Context: an optimization exercise on an open-source flow, tuned for small area, a short achievable clock period and few clock cycles. The choices shown serve that exercise and are no tape-out recipe.
Function was checked by simulation only, so behaviour that the tests miss may differ from the original.

==> flow/design.v <==
module ULA (
	input  [15:0] A,
	input  [15:0] B,
	input  [4:0]  OP,
	output reg [15:0] RESU,
	output O,
	output C,
	output S,
	output Z
);
	wire [15:0] Y = OP[1] ? {16{OP[2]}} : (B ^ {16{OP[2]}});
	wire [16:0] SOMA = {1'b0, A} + {1'b0, Y} + {16'd0, OP[0]};
	wire arit_ok = (OP[2:0] != 3'b010) && (OP[2:0] != 3'b111);
	wire C_arit = SOMA[16] ^ (OP[2] & ~OP[1]);
	assign O = (A[15] == Y[15]) && (SOMA[15] != A[15]);
	wire um = (OP[3:0] == 4'b1111);
	wire [15:0] LOGICA;
	genvar i;
	generate
		for (i = 0; i < 16; i = i + 1) begin : g_logica
			assign LOGICA[i] = OP[{~B[i], ~A[i]}] && (i == 0 || !um);
		end
	endgenerate
	always @(*) begin
		if (OP[4])
			RESU = LOGICA;
		else if (!OP[3])
			RESU = arit_ok ? SOMA[15:0] : 16'd0;
		else if (OP[2:0] == 3'b000)
			RESU = {A[14:0], 1'b0};
		else if (OP[2:0] == 3'b001)
			RESU = {A[15], A[15:1]};
		else
			RESU = 16'd0;
	end
	assign C = OP[3] ? (OP[0] ? A[0] : A[15]) : C_arit;
	assign S = RESU[15];
	assign Z = (RESU == 16'd0);
endmodule
module Registrador_Flags(
	input clock,
	input reset,
	input habilita,
	input [4:0] controleOperacao,
	input Z, C, S, O,
	output reg [3:0] ZCSO       
);
	always @(posedge clock) begin
		if (reset)
			ZCSO <= 4'b0000;
		else if (habilita) begin
			case (controleOperacao)
				5'b10000: ZCSO[0] <= Z;
				5'b01000, 5'b01001: begin
					ZCSO[0] <= Z; ZCSO[1] <= C; ZCSO[2] <= S;
				end
				5'b00000, 5'b00001, 5'b00011,
				5'b00100, 5'b00101, 5'b00110: begin
					ZCSO <= {O, S, C, Z};
				end
				5'b10001, 5'b10010,
				5'b10100, 5'b10101, 5'b10110, 5'b10111,
				5'b11000, 5'b11001, 5'b11010, 5'b11011,
				5'b11100, 5'b11101, 5'b11110: begin
					ZCSO[0] <= Z; ZCSO[2] <= S;
				end
				default: ;
			endcase
		end
	end
endmodule
module TesteFlagsTemporario(
	input [3:0] RFlag_ZCSO,
	input [3:0] condicao,
	input Ver_Fal,
	output reg saida
);
	always @(*) begin
		case (condicao)
			4'b0100: saida = ~(Ver_Fal ^ RFlag_ZCSO[2]);
			4'b0101: saida = ~(Ver_Fal ^ RFlag_ZCSO[0]);
			4'b0110: saida = ~(Ver_Fal ^ RFlag_ZCSO[1]);
			4'b0111: saida = (~(Ver_Fal ^ RFlag_ZCSO[2])) | (~(Ver_Fal ^ RFlag_ZCSO[0]));
			4'b0000: saida = Ver_Fal;
			4'b0011: saida = ~(Ver_Fal ^ RFlag_ZCSO[3]);
			default: saida = 1'b0;
		endcase
	end
endmodule
module Extensor(
	input [15:0] instrucao,
	input [15:0] PC,
	input [15:0] B,
	output [15:0] alvo
);
	wire [15:0] desloc = instrucao[13] ? {{4{instrucao[11]}}, instrucao[11:0]}    
	                                   : {{8{instrucao[7]}}, instrucao[7:0]};     
	assign alvo = (instrucao[13:12] == 2'b11) ? B : PC + desloc;
endmodule
module Banco_Registro (
	input clock,
	input Hab_Lo,
	input Hab_Hi,
	input [2:0] Sel_E,
	input [15:0] E,
	input [2:0] Sel_A,
	input [2:0] Sel_B,
	output [15:0] A,
	output [15:0] B
);
	reg [127:0] registro;    
	integer i;
	always @(posedge clock)
		for (i = 0; i < 8; i = i + 1) begin
			if (Hab_Lo && Sel_E == i)
				registro[16*i +: 8] <= E[7:0];
			if (Hab_Hi && Sel_E == i)
				registro[16*i+8 +: 8] <= E[15:8];
		end
	assign A = registro[16*Sel_A +: 16];
	assign B = registro[16*Sel_B +: 16];
endmodule
module IntegracaoModulos(
	input clock,
	input reset,
	output [15:0] imem_addr,
	input  [15:0] imem_data,
	output [15:0] dmem_addr,
	output [15:0] dmem_wdata,
	output dmem_we,
	input  [15:0] dmem_rdata,
	output halted
);
	reg [15:0] PC;         
	reg [15:0] IR;         
	reg [15:0] RA, RB;     
	reg        valido;     
	reg        halted_r;
	wire [1:0] formato = IR[15:14];
	wire [4:0] op = IR[10:6];
	wire [15:0] A, B, RESU, alvo;
	wire Z, C, S, O, salto;
	wire [3:0] ZCSO;
	wire eh_alu   = (formato == 2'b10);
	wire eh_store = eh_alu && (op == 5'b01011);
	wire eh_load  = eh_alu && (op == 5'b01010);
	wire eh_jreg  = (formato == 2'b00) && (IR[13:12] == 2'b11);
	wire eh_jal   = eh_jreg && !IR[11];
	wire eh_halt  = (IR == 16'h2FFF);
	wire desvia   = valido && (formato == 2'b00) && (IR[13] ? 1'b1 : salto);
	wire [2:0] Sel_E = eh_jal ? 3'd6 : IR[13:11];
	reg  [15:0] E;
	always @(*) begin
		case (formato)
			2'b01:   E = {{5{IR[10]}}, IR[10:0]};
			2'b11:   E = {IR[7:0], IR[7:0]};
			2'b10:   E = eh_load ? dmem_rdata : RESU;
			default: E = PC;
		endcase
	end
	wire escreve = valido && ((formato == 2'b01) || (eh_alu && !eh_store) || eh_jal);
	wire hab_lo = escreve || (valido && formato == 2'b11 && !IR[10]);
	wire hab_hi = escreve || (valido && formato == 2'b11 && IR[10]);
	wire [2:0] Sel_A = imem_data[5:3];
	wire [2:0] Sel_B = imem_data[2:0];
	Banco_Registro Banco_Registro(
		.clock(clock), .Hab_Lo(hab_lo), .Hab_Hi(hab_hi), .Sel_E(Sel_E), .E(E),
		.Sel_A(Sel_A), .Sel_B(Sel_B), .A(A), .B(B)
	);
	wire fA = (Sel_A == Sel_E), fB = (Sel_B == Sel_E);
	always @(posedge clock) begin
		if (reset) begin
			PC <= 16'd0;
			valido <= 1'b0;
			halted_r <= 1'b0;
		end else begin
			PC <= desvia ? alvo : PC + 16'd1;
			valido <= !desvia;
			if (valido && eh_halt)
				halted_r <= 1'b1;
		end
		IR <= imem_data;
		RA[7:0]  <= (fA && hab_lo) ? E[7:0]  : A[7:0];
		RA[15:8] <= (fA && hab_hi) ? E[15:8] : A[15:8];
		RB[7:0]  <= (fB && hab_lo) ? E[7:0]  : B[7:0];
		RB[15:8] <= (fB && hab_hi) ? E[15:8] : B[15:8];
	end
	assign imem_addr = PC;
	assign halted = halted_r || (valido && eh_halt);
	Extensor Extensor(.instrucao(IR), .PC(PC), .B(RB), .alvo(alvo));
	ULA ULA(.A(RA), .B(RB), .OP(op), .RESU(RESU), .O(O), .C(C), .S(S), .Z(Z));
	Registrador_Flags Registrador_Flags(
		.clock(clock), .reset(reset), .habilita(valido && eh_alu), .controleOperacao(op),
		.Z(Z), .C(C), .S(S), .O(O), .ZCSO(ZCSO)
	);
	TesteFlagsTemporario TesteFlagsTemporario(
		.RFlag_ZCSO(ZCSO), .condicao(IR[11:8]), .Ver_Fal(IR[12]), .saida(salto)
	);
	assign dmem_addr  = RA;
	assign dmem_wdata = RB;
	assign dmem_we    = valido && eh_store;
endmodule
clock: 9.0 ns
lec_check: 0
cap_margin: 20
core_margin: 2
core_utilization: 40
slew_margin: 20
standard.sh (not shown) runs the stock make flow with config.mk's settings and CLKGATE_MAP_FILE= SYNTH_SCRIPT=/design/flow/synth_recipe.tcl, a recipe that flattens the netlist after the stock synthesis.
==> flow/flow/run.sh <==
#!/bin/bash
set -euo pipefail
bash standard.sh SETUP_SLACK_MARGIN=${MARGIN:-6} finish > standard.log 2>&1
The starting point finished with timing, DRC and antenna clean.
Testbench counts at the start, summed over its fixed seeds: cycles 28,186.
Rerun with:
==> flow/run.sh (new file) <==
#!/bin/bash
# synth_recipe.tcl (not shown) runs the flow's synth.tcl, then flattens the netlist and writes it again
# the make line also repeats each setting of config.mk as NAME=value (left out here)
make -C /OpenROAD-flow-scripts/flow DESIGN_CONFIG=/design/flow/config.mk WORK_HOME=/design/flow/orfs CLKGATE_MAP_FILE= SYNTH_SCRIPT=/design/flow/synth_recipe.tcl finish
Settings changed: SETUP_SLACK_MARGIN from default to 5.
removed: flow/flow/run.sh
removed: flow/standard.sh
Register-to-register slack degrades by 0.41 ns.
First-iteration DRC count rose by 7.8%.
Setup slack got worse by 0.39 ns.
Synthesized area stays the same.
Wire length went down by 9.2%.
Via count decreases by 5.4%.

==> separate check: timing with driven ports <==
The results above use ideal ports. As a check the final layouts listed here were re-extracted and re-timed, cells and wires unchanged.
Step 1 sets driving cells, clkbuf_16 on the clock port and buf_2 on the other inputs (assumed; they add their load-dependent delay and slew).
Step 2 adds t to the input delays and takes it off the output delays; t is the mean of the earliest and latest rising clock arrival at the registers after step 1. Input paths then give back, and output paths get back, about the clock's delay inside the block.
Three values: ideal, step 1, step 2; two values: the first two.
run	shift t [ns]	setup slack, ns	slew at the worst register clock pin (ns)
the first run	0.483	5.505 / 5.457 / 5.388	0.09 / 0.09
the second run	0.491	5.117 / 5.067 / 4.979	0.09 / 0.09
After both steps every run listed still meets setup and hold. The setup slack of the second run, which loses most, moves by -0.050 ns with the drivers and by -0.138 ns with both steps.
